Background: an optimization exercise with open tools, aiming at small area and a short achievable clock period. Do not read the settings as production practice. At most, simulation tests tie the RTL to the original design; equivalence was not proved. No activity file was given, so power comes from the tool's default toggle rates.

==> run R: inputs <==
// adder100_reg
module adder100_reg (
    input  wire        clk,
    input  wire [99:0] a,
    input  wire [99:0] b,
    input  wire        cin,
    output reg  [99:0] cout,
    output reg  [99:0] sum
);
export LEC_CHECK = 0
export CAP_MARGIN = 20
export CORE_MARGIN = 2
export CORE_UTILIZATION = 70
export CTS_CLUSTER_DIAMETER = 90
export CTS_CLUSTER_SIZE = 32
export SLEW_MARGIN = 20
export SYNTH_HIERARCHICAL = 1
create_clock -name core_clock -period 40.0 [get_ports {clk}]
standard.sh (not shown) runs the stock make flow with config.mk's settings and CLKGATE_MAP_FILE= SYNTH_SCRIPT=/design/flow/synth_recipe.tcl, a recipe that flattens the netlist after the stock synthesis.
==> flow/flow/run.sh <==
#!/bin/bash
# The standard layout (standard.sh) with these changes:
#  - Yosys's synth runs with -noabc, so the generic gates reach extract_fa as the RTL wrote
#    them and every full adder is found in its plain polarity (no inverters around it);
#  - half-adder cells are kept out of synthesis (the platform's don't-use list plus ha_*),
#    so extract_fa maps only full adders and abc maps the rest;
#  - port buffers are buf_1 cells (the smallest buffer) instead of the default pick.
# Each tool's output is in orfs/logs/; make's own output goes to run_standard.log.
set -euo pipefail
DONT_USE="sky130_fd_sc_hd__probe_p_8 sky130_fd_sc_hd__probec_p_8 sky130_fd_sc_hd__lpflow_bleeder_1 sky130_fd_sc_hd__lpflow_clkbufkapwr_1 sky130_fd_sc_hd__lpflow_clkbufkapwr_16 sky130_fd_sc_hd__lpflow_clkbufkapwr_2 sky130_fd_sc_hd__lpflow_clkbufkapwr_4 sky130_fd_sc_hd__lpflow_clkbufkapwr_8 sky130_fd_sc_hd__lpflow_clkinvkapwr_1 sky130_fd_sc_hd__lpflow_clkinvkapwr_16 sky130_fd_sc_hd__lpflow_clkinvkapwr_2 sky130_fd_sc_hd__lpflow_clkinvkapwr_4 sky130_fd_sc_hd__lpflow_clkinvkapwr_8 sky130_fd_sc_hd__lpflow_decapkapwr_12 sky130_fd_sc_hd__lpflow_decapkapwr_3 sky130_fd_sc_hd__lpflow_decapkapwr_4 sky130_fd_sc_hd__lpflow_decapkapwr_6 sky130_fd_sc_hd__lpflow_decapkapwr_8 sky130_fd_sc_hd__lpflow_inputiso0n_1 sky130_fd_sc_hd__lpflow_inputiso0p_1 sky130_fd_sc_hd__lpflow_inputiso1n_1 sky130_fd_sc_hd__lpflow_inputiso1p_1 sky130_fd_sc_hd__lpflow_inputisolatch_1 sky130_fd_sc_hd__lpflow_isobufsrc_1 sky130_fd_sc_hd__lpflow_isobufsrc_16 sky130_fd_sc_hd__lpflow_isobufsrc_2 sky130_fd_sc_hd__lpflow_isobufsrc_4 sky130_fd_sc_hd__lpflow_isobufsrc_8 sky130_fd_sc_hd__lpflow_isobufsrckapwr_16 sky130_fd_sc_hd__lpflow_lsbuf_lh_hl_isowell_tap_1 sky130_fd_sc_hd__lpflow_lsbuf_lh_hl_isowell_tap_2 sky130_fd_sc_hd__lpflow_lsbuf_lh_hl_isowell_tap_4 sky130_fd_sc_hd__lpflow_lsbuf_lh_isowell_4 sky130_fd_sc_hd__lpflow_lsbuf_lh_isowell_tap_1 sky130_fd_sc_hd__lpflow_lsbuf_lh_isowell_tap_2 sky130_fd_sc_hd__lpflow_lsbuf_lh_isowell_tap_4 sky130_fd_sc_hd__ha_1 sky130_fd_sc_hd__ha_2 sky130_fd_sc_hd__ha_4"
bash standard.sh SYNTH_ARGS=-noabc DONT_USE_CELLS="$DONT_USE" BUFFER_PORTS_ARGS="-buffer_cell sky130_fd_sc_hd__buf_1" finish > run_standard.log 2>&1
==> run M (differences from run R) <==
- CORE_UTILIZATION: 70 -> 55
==> run C (differences from run R) <==
--- a/flow/design.v
+++ b/flow/design.v
@@ -68,25 +68,25 @@
     assign c[14] = (a[14] & b[14]) | ((a[14] ^ b[14]) & c[13]);
     assign sum[15] = a[15] ^ b[15] ^ c[14];
     assign c[15] = (a[15] & b[15]) | ((a[15] ^ b[15]) & c[14]);
     assign sum[16] = a[16] ^ b[16] ^ c[15];
     assign c[16] = (a[16] & b[16]) | ((a[16] ^ b[16]) & c[15]);
     assign sum[17] = a[17] ^ b[17] ^ c[16];
     assign c[17] = (a[17] & b[17]) | ((a[17] ^ b[17]) & c[16]);
     assign sum[18] = a[18] ^ b[18] ^ c[17];
-    assign c[18] = (a[18] & b[18]) | ((a[18] ^ b[18]) & c[17]);
-    assign sum[19] = a[19] ^ b[19] ^ c[18];
     wire g1, p1, nbc2;
-    block_gp12 u_gp1 (.a(a[19:8]), .b(b[19:8]), .g(g1), .p(p1));
+    block_gp11 u_gp1 (.a(a[18:8]), .b(b[18:8]), .g(g1), .p(p1));
     skip_aoi u_skip1 (.g(g1), .p(p1), .ci(bc[1]), .co_n(nbc2));
     assign bc[2] = ~nbc2;
-    assign c[19] = bc[2];
-    assign sum[20] = a[20] ^ b[20] ^ bc[2];
-    assign c[20] = (a[20] & b[20]) | ((a[20] ^ b[20]) & bc[2]);
+    assign c[18] = bc[2];
+    assign sum[19] = a[19] ^ b[19] ^ bc[2];
+    assign c[19] = (a[19] & b[19]) | ((a[19] ^ b[19]) & bc[2]);
+    assign sum[20] = a[20] ^ b[20] ^ c[19];
+    assign c[20] = (a[20] & b[20]) | ((a[20] ^ b[20]) & c[19]);
     assign sum[21] = a[21] ^ b[21] ^ c[20];
     assign c[21] = (a[21] & b[21]) | ((a[21] ^ b[21]) & c[20]);
     assign sum[22] = a[22] ^ b[22] ^ c[21];
     assign c[22] = (a[22] & b[22]) | ((a[22] ^ b[22]) & c[21]);
     assign sum[23] = a[23] ^ b[23] ^ c[22];
     assign c[23] = (a[23] & b[23]) | ((a[23] ^ b[23]) & c[22]);
     assign sum[24] = a[24] ^ b[24] ^ c[23];
     assign c[24] = (a[24] & b[24]) | ((a[24] ^ b[24]) & c[23]);
@@ -94,24 +94,24 @@
     assign c[25] = (a[25] & b[25]) | ((a[25] ^ b[25]) & c[24]);
     assign sum[26] = a[26] ^ b[26] ^ c[25];
     assign c[26] = (a[26] & b[26]) | ((a[26] ^ b[26]) & c[25]);
     assign sum[27] = a[27] ^ b[27] ^ c[26];
     assign c[27] = (a[27] & b[27]) | ((a[27] ^ b[27]) & c[26]);
     assign sum[28] = a[28] ^ b[28] ^ c[27];
     assign c[28] = (a[28] & b[28]) | ((a[28] ^ b[28]) & c[27]);
     assign sum[29] = a[29] ^ b[29] ^ c[28];
-    assign c[29] = (a[29] & b[29]) | ((a[29] ^ b[29]) & c[28]);
-    assign sum[30] = a[30] ^ b[30] ^ c[29];
     wire g_n2, p_n2;
-    block_gp11_n u_gp2 (.a(a[30:20]), .b(b[30:20]), .g_n(g_n2), .p_n(p_n2));
+    block_gp11_n u_gp2 (.a(a[29:19]), .b(b[29:19]), .g_n(g_n2), .p_n(p_n2));
     skip_oai u_skip2 (.g_n(g_n2), .p_n(p_n2), .ci_n(nbc2), .co(bc[3]));
-    assign c[30] = bc[3];
-    assign sum[31] = a[31] ^ b[31] ^ bc[3];
-    assign c[31] = (a[31] & b[31]) | ((a[31] ^ b[31]) & bc[3]);
+    assign c[29] = bc[3];
+    assign sum[30] = a[30] ^ b[30] ^ bc[3];
+    assign c[30] = (a[30] & b[30]) | ((a[30] ^ b[30]) & bc[3]);
+    assign sum[31] = a[31] ^ b[31] ^ c[30];
+    assign c[31] = (a[31] & b[31]) | ((a[31] ^ b[31]) & c[30]);
     assign sum[32] = a[32] ^ b[32] ^ c[31];
     assign c[32] = (a[32] & b[32]) | ((a[32] ^ b[32]) & c[31]);
     assign sum[33] = a[33] ^ b[33] ^ c[32];
     assign c[33] = (a[33] & b[33]) | ((a[33] ^ b[33]) & c[32]);
     assign sum[34] = a[34] ^ b[34] ^ c[33];
     assign c[34] = (a[34] & b[34]) | ((a[34] ^ b[34]) & c[33]);
     assign sum[35] = a[35] ^ b[35] ^ c[34];
     assign c[35] = (a[35] & b[35]) | ((a[35] ^ b[35]) & c[34]);
@@ -119,141 +119,141 @@
     assign c[36] = (a[36] & b[36]) | ((a[36] ^ b[36]) & c[35]);
     assign sum[37] = a[37] ^ b[37] ^ c[36];
     assign c[37] = (a[37] & b[37]) | ((a[37] ^ b[37]) & c[36]);
     assign sum[38] = a[38] ^ b[38] ^ c[37];
     assign c[38] = (a[38] & b[38]) | ((a[38] ^ b[38]) & c[37]);
     assign sum[39] = a[39] ^ b[39] ^ c[38];
     assign c[39] = (a[39] & b[39]) | ((a[39] ^ b[39]) & c[38]);
     assign sum[40] = a[40] ^ b[40] ^ c[39];
-    assign c[40] = (a[40] & b[40]) | ((a[40] ^ b[40]) & c[39]);
-    assign sum[41] = a[41] ^ b[41] ^ c[40];
     wire g3, p3, nbc4;
-    block_gp11 u_gp3 (.a(a[41:31]), .b(b[41:31]), .g(g3), .p(p3));
+    block_gp11 u_gp3 (.a(a[40:30]), .b(b[40:30]), .g(g3), .p(p3));
     skip_aoi u_skip3 (.g(g3), .p(p3), .ci(bc[3]), .co_n(nbc4));
     assign bc[4] = ~nbc4;
-    assign c[41] = bc[4];
-    assign sum[42] = a[42] ^ b[42] ^ bc[4];
-    assign c[42] = (a[42] & b[42]) | ((a[42] ^ b[42]) & bc[4]);
+    assign c[40] = bc[4];
+    assign sum[41] = a[41] ^ b[41] ^ bc[4];
+    assign c[41] = (a[41] & b[41]) | ((a[41] ^ b[41]) & bc[4]);
+    assign sum[42] = a[42] ^ b[42] ^ c[41];
+    assign c[42] = (a[42] & b[42]) | ((a[42] ^ b[42]) & c[41]);
     assign sum[43] = a[43] ^ b[43] ^ c[42];
     assign c[43] = (a[43] & b[43]) | ((a[43] ^ b[43]) & c[42]);
     assign sum[44] = a[44] ^ b[44] ^ c[43];
     assign c[44] = (a[44] & b[44]) | ((a[44] ^ b[44]) & c[43]);
     assign sum[45] = a[45] ^ b[45] ^ c[44];
     assign c[45] = (a[45] & b[45]) | ((a[45] ^ b[45]) & c[44]);
     assign sum[46] = a[46] ^ b[46] ^ c[45];
     assign c[46] = (a[46] & b[46]) | ((a[46] ^ b[46]) & c[45]);
     assign sum[47] = a[47] ^ b[47] ^ c[46];
     assign c[47] = (a[47] & b[47]) | ((a[47] ^ b[47]) & c[46]);
     assign sum[48] = a[48] ^ b[48] ^ c[47];
     assign c[48] = (a[48] & b[48]) | ((a[48] ^ b[48]) & c[47]);
     assign sum[49] = a[49] ^ b[49] ^ c[48];
     assign c[49] = (a[49] & b[49]) | ((a[49] ^ b[49]) & c[48]);
     assign sum[50] = a[50] ^ b[50] ^ c[49];
-    assign c[50] = (a[50] & b[50]) | ((a[50] ^ b[50]) & c[49]);
-    assign sum[51] = a[51] ^ b[51] ^ c[50];
     wire g_n4, p_n4;
-    block_gp10_n u_gp4 (.a(a[51:42]), .b(b[51:42]), .g_n(g_n4), .p_n(p_n4));
+    block_gp10_n u_gp4 (.a(a[50:41]), .b(b[50:41]), .g_n(g_n4), .p_n(p_n4));
     skip_oai u_skip4 (.g_n(g_n4), .p_n(p_n4), .ci_n(nbc4), .co(bc[5]));
-    assign c[51] = bc[5];
-    assign sum[52] = a[52] ^ b[52] ^ bc[5];
-    assign c[52] = (a[52] & b[52]) | ((a[52] ^ b[52]) & bc[5]);
+    assign c[50] = bc[5];
+    assign sum[51] = a[51] ^ b[51] ^ bc[5];
+    assign c[51] = (a[51] & b[51]) | ((a[51] ^ b[51]) & bc[5]);
+    assign sum[52] = a[52] ^ b[52] ^ c[51];
+    assign c[52] = (a[52] & b[52]) | ((a[52] ^ b[52]) & c[51]);
     assign sum[53] = a[53] ^ b[53] ^ c[52];
     assign c[53] = (a[53] & b[53]) | ((a[53] ^ b[53]) & c[52]);
     assign sum[54] = a[54] ^ b[54] ^ c[53];
     assign c[54] = (a[54] & b[54]) | ((a[54] ^ b[54]) & c[53]);
     assign sum[55] = a[55] ^ b[55] ^ c[54];
     assign c[55] = (a[55] & b[55]) | ((a[55] ^ b[55]) & c[54]);
     assign sum[56] = a[56] ^ b[56] ^ c[55];
     assign c[56] = (a[56] & b[56]) | ((a[56] ^ b[56]) & c[55]);
     assign sum[57] = a[57] ^ b[57] ^ c[56];
     assign c[57] = (a[57] & b[57]) | ((a[57] ^ b[57]) & c[56]);
     assign sum[58] = a[58] ^ b[58] ^ c[57];
     assign c[58] = (a[58] & b[58]) | ((a[58] ^ b[58]) & c[57]);
     assign sum[59] = a[59] ^ b[59] ^ c[58];
     assign c[59] = (a[59] & b[59]) | ((a[59] ^ b[59]) & c[58]);
     assign sum[60] = a[60] ^ b[60] ^ c[59];
-    assign c[60] = (a[60] & b[60]) | ((a[60] ^ b[60]) & c[59]);
-    assign sum[61] = a[61] ^ b[61] ^ c[60];
     wire g5, p5, nbc6;
-    block_gp10 u_gp5 (.a(a[61:52]), .b(b[61:52]), .g(g5), .p(p5));
+    block_gp10 u_gp5 (.a(a[60:51]), .b(b[60:51]), .g(g5), .p(p5));
     skip_aoi u_skip5 (.g(g5), .p(p5), .ci(bc[5]), .co_n(nbc6));
     assign bc[6] = ~nbc6;
-    assign c[61] = bc[6];
-    assign sum[62] = a[62] ^ b[62] ^ bc[6];
-    assign c[62] = (a[62] & b[62]) | ((a[62] ^ b[62]) & bc[6]);
+    assign c[60] = bc[6];
+    assign sum[61] = a[61] ^ b[61] ^ bc[6];
+    assign c[61] = (a[61] & b[61]) | ((a[61] ^ b[61]) & bc[6]);
+    assign sum[62] = a[62] ^ b[62] ^ c[61];
+    assign c[62] = (a[62] & b[62]) | ((a[62] ^ b[62]) & c[61]);
     assign sum[63] = a[63] ^ b[63] ^ c[62];
     assign c[63] = (a[63] & b[63]) | ((a[63] ^ b[63]) & c[62]);
     assign sum[64] = a[64] ^ b[64] ^ c[63];
     assign c[64] = (a[64] & b[64]) | ((a[64] ^ b[64]) & c[63]);
     assign sum[65] = a[65] ^ b[65] ^ c[64];
     assign c[65] = (a[65] & b[65]) | ((a[65] ^ b[65]) & c[64]);
     assign sum[66] = a[66] ^ b[66] ^ c[65];
     assign c[66] = (a[66] & b[66]) | ((a[66] ^ b[66]) & c[65]);
     assign sum[67] = a[67] ^ b[67] ^ c[66];
     assign c[67] = (a[67] & b[67]) | ((a[67] ^ b[67]) & c[66]);
     assign sum[68] = a[68] ^ b[68] ^ c[67];
     assign c[68] = (a[68] & b[68]) | ((a[68] ^ b[68]) & c[67]);
     assign sum[69] = a[69] ^ b[69] ^ c[68];
-    assign c[69] = (a[69] & b[69]) | ((a[69] ^ b[69]) & c[68]);
-    assign sum[70] = a[70] ^ b[70] ^ c[69];
     wire g_n6, p_n6;
-    block_gp9_n u_gp6 (.a(a[70:62]), .b(b[70:62]), .g_n(g_n6), .p_n(p_n6));
+    block_gp9_n u_gp6 (.a(a[69:61]), .b(b[69:61]), .g_n(g_n6), .p_n(p_n6));
     skip_oai u_skip6 (.g_n(g_n6), .p_n(p_n6), .ci_n(nbc6), .co(bc[7]));
-    assign c[70] = bc[7];
-    assign sum[71] = a[71] ^ b[71] ^ bc[7];
-    assign c[71] = (a[71] & b[71]) | ((a[71] ^ b[71]) & bc[7]);
+    assign c[69] = bc[7];
+    assign sum[70] = a[70] ^ b[70] ^ bc[7];
+    assign c[70] = (a[70] & b[70]) | ((a[70] ^ b[70]) & bc[7]);
+    assign sum[71] = a[71] ^ b[71] ^ c[70];
+    assign c[71] = (a[71] & b[71]) | ((a[71] ^ b[71]) & c[70]);
     assign sum[72] = a[72] ^ b[72] ^ c[71];
     assign c[72] = (a[72] & b[72]) | ((a[72] ^ b[72]) & c[71]);
     assign sum[73] = a[73] ^ b[73] ^ c[72];
     assign c[73] = (a[73] & b[73]) | ((a[73] ^ b[73]) & c[72]);
     assign sum[74] = a[74] ^ b[74] ^ c[73];
     assign c[74] = (a[74] & b[74]) | ((a[74] ^ b[74]) & c[73]);
     assign sum[75] = a[75] ^ b[75] ^ c[74];
     assign c[75] = (a[75] & b[75]) | ((a[75] ^ b[75]) & c[74]);
     assign sum[76] = a[76] ^ b[76] ^ c[75];
     assign c[76] = (a[76] & b[76]) | ((a[76] ^ b[76]) & c[75]);
     assign sum[77] = a[77] ^ b[77] ^ c[76];
     assign c[77] = (a[77] & b[77]) | ((a[77] ^ b[77]) & c[76]);
     assign sum[78] = a[78] ^ b[78] ^ c[77];
-    assign c[78] = (a[78] & b[78]) | ((a[78] ^ b[78]) & c[77]);
-    assign sum[79] = a[79] ^ b[79] ^ c[78];
     wire g7, p7, nbc8;
-    block_gp9 u_gp7 (.a(a[79:71]), .b(b[79:71]), .g(g7), .p(p7));
+    block_gp9 u_gp7 (.a(a[78:70]), .b(b[78:70]), .g(g7), .p(p7));
     skip_aoi u_skip7 (.g(g7), .p(p7), .ci(bc[7]), .co_n(nbc8));
     assign bc[8] = ~nbc8;
-    assign c[79] = bc[8];
-    assign sum[80] = a[80] ^ b[80] ^ bc[8];
-    assign c[80] = (a[80] & b[80]) | ((a[80] ^ b[80]) & bc[8]);
+    assign c[78] = bc[8];
+    assign sum[79] = a[79] ^ b[79] ^ bc[8];
+    assign c[79] = (a[79] & b[79]) | ((a[79] ^ b[79]) & bc[8]);
+    assign sum[80] = a[80] ^ b[80] ^ c[79];
+    assign c[80] = (a[80] & b[80]) | ((a[80] ^ b[80]) & c[79]);
     assign sum[81] = a[81] ^ b[81] ^ c[80];
     assign c[81] = (a[81] & b[81]) | ((a[81] ^ b[81]) & c[80]);
     assign sum[82] = a[82] ^ b[82] ^ c[81];
     assign c[82] = (a[82] & b[82]) | ((a[82] ^ b[82]) & c[81]);
     assign sum[83] = a[83] ^ b[83] ^ c[82];
     assign c[83] = (a[83] & b[83]) | ((a[83] ^ b[83]) & c[82]);
     assign sum[84] = a[84] ^ b[84] ^ c[83];
     assign c[84] = (a[84] & b[84]) | ((a[84] ^ b[84]) & c[83]);
     assign sum[85] = a[85] ^ b[85] ^ c[84];
     assign c[85] = (a[85] & b[85]) | ((a[85] ^ b[85]) & c[84]);
     assign sum[86] = a[86] ^ b[86] ^ c[85];
-    assign c[86] = (a[86] & b[86]) | ((a[86] ^ b[86]) & c[85]);
-    assign sum[87] = a[87] ^ b[87] ^ c[86];
-    assign c[87] = (a[87] & b[87]) | ((a[87] ^ b[87]) & c[86]);
-    assign sum[88] = a[88] ^ b[88] ^ c[87];
     wire g_n8, p_n8;
-    block_gp9_n u_gp8 (.a(a[88:80]), .b(b[88:80]), .g_n(g_n8), .p_n(p_n8));
+    block_gp8_n u_gp8 (.a(a[86:79]), .b(b[86:79]), .g_n(g_n8), .p_n(p_n8));
     skip_oai u_skip8 (.g_n(g_n8), .p_n(p_n8), .ci_n(nbc8), .co(bc[9]));
-    assign c[88] = bc[9];
-    assign sum[89] = a[89] ^ b[89] ^ bc[9];
-    assign c[89] = (a[89] & b[89]) | ((a[89] ^ b[89]) & bc[9]);
+    assign c[86] = bc[9];
+    assign sum[87] = a[87] ^ b[87] ^ bc[9];
+    assign c[87] = (a[87] & b[87]) | ((a[87] ^ b[87]) & bc[9]);
+    assign sum[88] = a[88] ^ b[88] ^ c[87];
+    assign c[88] = (a[88] & b[88]) | ((a[88] ^ b[88]) & c[87]);
+    assign sum[89] = a[89] ^ b[89] ^ c[88];
+    assign c[89] = (a[89] & b[89]) | ((a[89] ^ b[89]) & c[88]);
     assign sum[90] = a[90] ^ b[90] ^ c[89];
     assign c[90] = (a[90] & b[90]) | ((a[90] ^ b[90]) & c[89]);
     assign sum[91] = a[91] ^ b[91] ^ c[90];
     wire g9, p9, nbc10;
-    block_gp3 u_gp9 (.a(a[91:89]), .b(b[91:89]), .g(g9), .p(p9));
+    block_gp5 u_gp9 (.a(a[91:87]), .b(b[91:87]), .g(g9), .p(p9));
     skip_aoi u_skip9 (.g(g9), .p(p9), .ci(bc[9]), .co_n(nbc10));
     assign bc[10] = ~nbc10;
     assign c[91] = bc[10];
     assign sum[92] = a[92] ^ b[92] ^ bc[10];
     assign c[92] = (a[92] & b[92]) | ((a[92] ^ b[92]) & bc[10]);
     assign sum[93] = a[93] ^ b[93] ^ c[92];
     assign c[93] = (a[93] & b[93]) | ((a[93] ^ b[93]) & c[92]);
     assign sum[94] = a[94] ^ b[94] ^ c[93];
@@ -271,24 +271,24 @@
     assign cout = c;
 endmodule
 module skip_aoi(input g, p, ci, output co_n);
     assign co_n = ~(g | (p & ci));
 endmodule
 module skip_oai(input g_n, p_n, ci_n, output co);
     assign co = ~(g_n & (p_n | ci_n));
 endmodule
-module block_gp3(input [2:0] a, b, output g, p);
-    wire [2:0] gg;   
+module block_gp5(input [4:0] a, b, output g, p);
+    wire [4:0] gg;   
     assign gg[0] = a[0] & b[0];
     genvar i;
-    generate for (i = 1; i < 3; i = i + 1) begin : chain
+    generate for (i = 1; i < 5; i = i + 1) begin : chain
         assign gg[i] = (a[i] & b[i]) | ((a[i] | b[i]) & gg[i-1]);
     end endgenerate
-    assign g = gg[2];
+    assign g = gg[4];
     assign p = &(a | b);
 endmodule
 module block_gp9(input [8:0] a, b, output g, p);
     wire [8:0] gg;   
     assign gg[0] = a[0] & b[0];
     genvar i;
     generate for (i = 1; i < 9; i = i + 1) begin : chain
         assign gg[i] = (a[i] & b[i]) | ((a[i] | b[i]) & gg[i-1]);
@@ -311,25 +311,25 @@
     assign gg[0] = a[0] & b[0];
     genvar i;
     generate for (i = 1; i < 11; i = i + 1) begin : chain
         assign gg[i] = (a[i] & b[i]) | ((a[i] | b[i]) & gg[i-1]);
     end endgenerate
     assign g = gg[10];
     assign p = &(a | b);
 endmodule
-module block_gp12(input [11:0] a, b, output g, p);
-    wire [11:0] gg;   
+module block_gp8_n(input [7:0] a, b, output g_n, p_n);
+    wire [7:0] gg;   
     assign gg[0] = a[0] & b[0];
     genvar i;
-    generate for (i = 1; i < 12; i = i + 1) begin : chain
+    generate for (i = 1; i < 8; i = i + 1) begin : chain
         assign gg[i] = (a[i] & b[i]) | ((a[i] | b[i]) & gg[i-1]);
     end endgenerate
-    assign g = gg[11];
-    assign p = &(a | b);
+    assign g_n = ~gg[7];
+    assign p_n = ~&(a | b);
 endmodule
 module block_gp9_n(input [8:0] a, b, output g_n, p_n);
     wire [8:0] gg;   
     assign gg[0] = a[0] & b[0];
     genvar i;
     generate for (i = 1; i < 9; i = i + 1) begin : chain
         assign gg[i] = (a[i] & b[i]) | ((a[i] | b[i]) & gg[i-1]);
     end endgenerate
- CORE_UTILIZATION: 70 -> 40
==> run A (differences from run R) <==
- CORE_UTILIZATION: 70 -> 40
==> qor summary <==
| quantity | run A | run C | run R | run M |
|---|---|---|---|---|
| Sequential share of cell area | 0.586 | 0.585 | 0.595 | 0.592 |
| Count of different cell masters after synthesis | 37 | 38 | 37 | 37 |
| Sequential element share of the synthesized area | 0.712 | 0.711 | 0.712 | 0.712 |
| DP Worst Slack | 30850 ps | 30870 ps | 31030 ps | 31070 ps |
| DRC violation total after the first TritonRoute iteration | 238 | 255 | 397 | 202 |
| HPWL after detailed placement | 19600 um | 19900 um | 21200 um | 19700 um |
| Startpoint of the most critical setup path | sum[47] | cout[50] | cout[51] | sum[52] |
| Status | no timing/DRC/antenna violations | no timing/DRC/antenna violations | no timing/DRC/antenna violations | no timing/DRC/antenna violations |
| Global-route met3 utilization | 0.0526 | 0.0499 | 0.110 | 0.0742 |
| Arithmetic-cell share of the synthesized area counting full adders, half adders and majority gates | 0.162 | 0.162 | 0.162 | 0.162 |
| Highest Clock Rate | 110 MHz | 110 MHz | 110 MHz | 111 MHz |
| Placer congestion estimate | 0.790 | 0.797 | 0.844 | 0.794 |
| Layout filler cell count | 2518 | 2552 | 811 | 1571 |
| Post-Synth XOR/XNOR Area | 0.0190 | 0.0189 | 0.0190 | 0.0190 |
| Synth Area per Inst | 16.2 um2 | 16.1 um2 | 16.2 um2 | 16.2 um2 |
| Final critical-path setup slack | 30940 ps | 30920 ps | 30900 ps | 30950 ps |
| Wire length on met1 | 9130 um | 9190 um | 8780 um | 8600 um |
| Met2 GRT Util | 0.281 | 0.282 | 0.589 | 0.405 |
| Clk tree area frac | 0.0325 | 0.0325 | 0.0327 | 0.0326 |
| Sequential share of power | 0.619 | 0.621 | 0.617 | 0.622 |
| Via count of the first global-routing pass | 6737 | 6891 | 7566 | 6776 |
| Slack of the worst reg-to-reg path | 30980 ps | 30970 ps | 31000 ps | 31080 ps |
| Slew margin rel. | 0.734 | 0.711 | 0.690 | 0.717 |
| Signal arrival time at the worst endpoint | 1060 ps | 1080 ps | 1100 ps | 1050 ps |
| Leakage | 5.26 nW | 5.28 nW | 5.26 nW | 5.26 nW |
| Cell internal power dissipation | 0.559 mW | 0.559 mW | 0.560 mW | 0.559 mW |
For run C, only the layout was checked, not whether the RTL still works.

what the ideal ports hide:
How much do the figures lean on ideal ports? The routed layouts below were timed once more, with nothing changed but the port constraints. Step 1 sets driving cells, clkbuf_16 on the clock port and buf_2 on the other inputs (assumed; they add their load-dependent delay and slew). Step 2, shift: input delay + t, output delay - t, t = (earliest + latest rising clock arrival at the registers) / 2. This alone moves slack from input paths to output paths. Three values: ideal, step 1, step 2; two values: the first two.
run | shift t [ns] | setup WS [ns] | worst hold slack (ns) | slew at the worst register clock pin (ns) | pins driven straight from the clock port
run R | 0.541 | 30.903 / 30.857 / 30.995 | 0.511 / 0.511 / 0.511 | 0.11 / 0.11 | 1
run M | 0.537 | 30.953 / 30.908 / 31.079 | 0.510 / 0.510 / 0.510 | 0.11 / 0.11 | 1
run C | 0.551 | 30.923 / 30.878 / 30.971 | 0.513 / 0.513 / 0.513 | 0.11 / 0.11 | 1
run A | 0.556 | 30.938 / 30.889 / 30.982 | 0.511 / 0.511 / 0.511 | 0.11 / 0.11 | 1
After both steps every run listed still meets setup and hold.
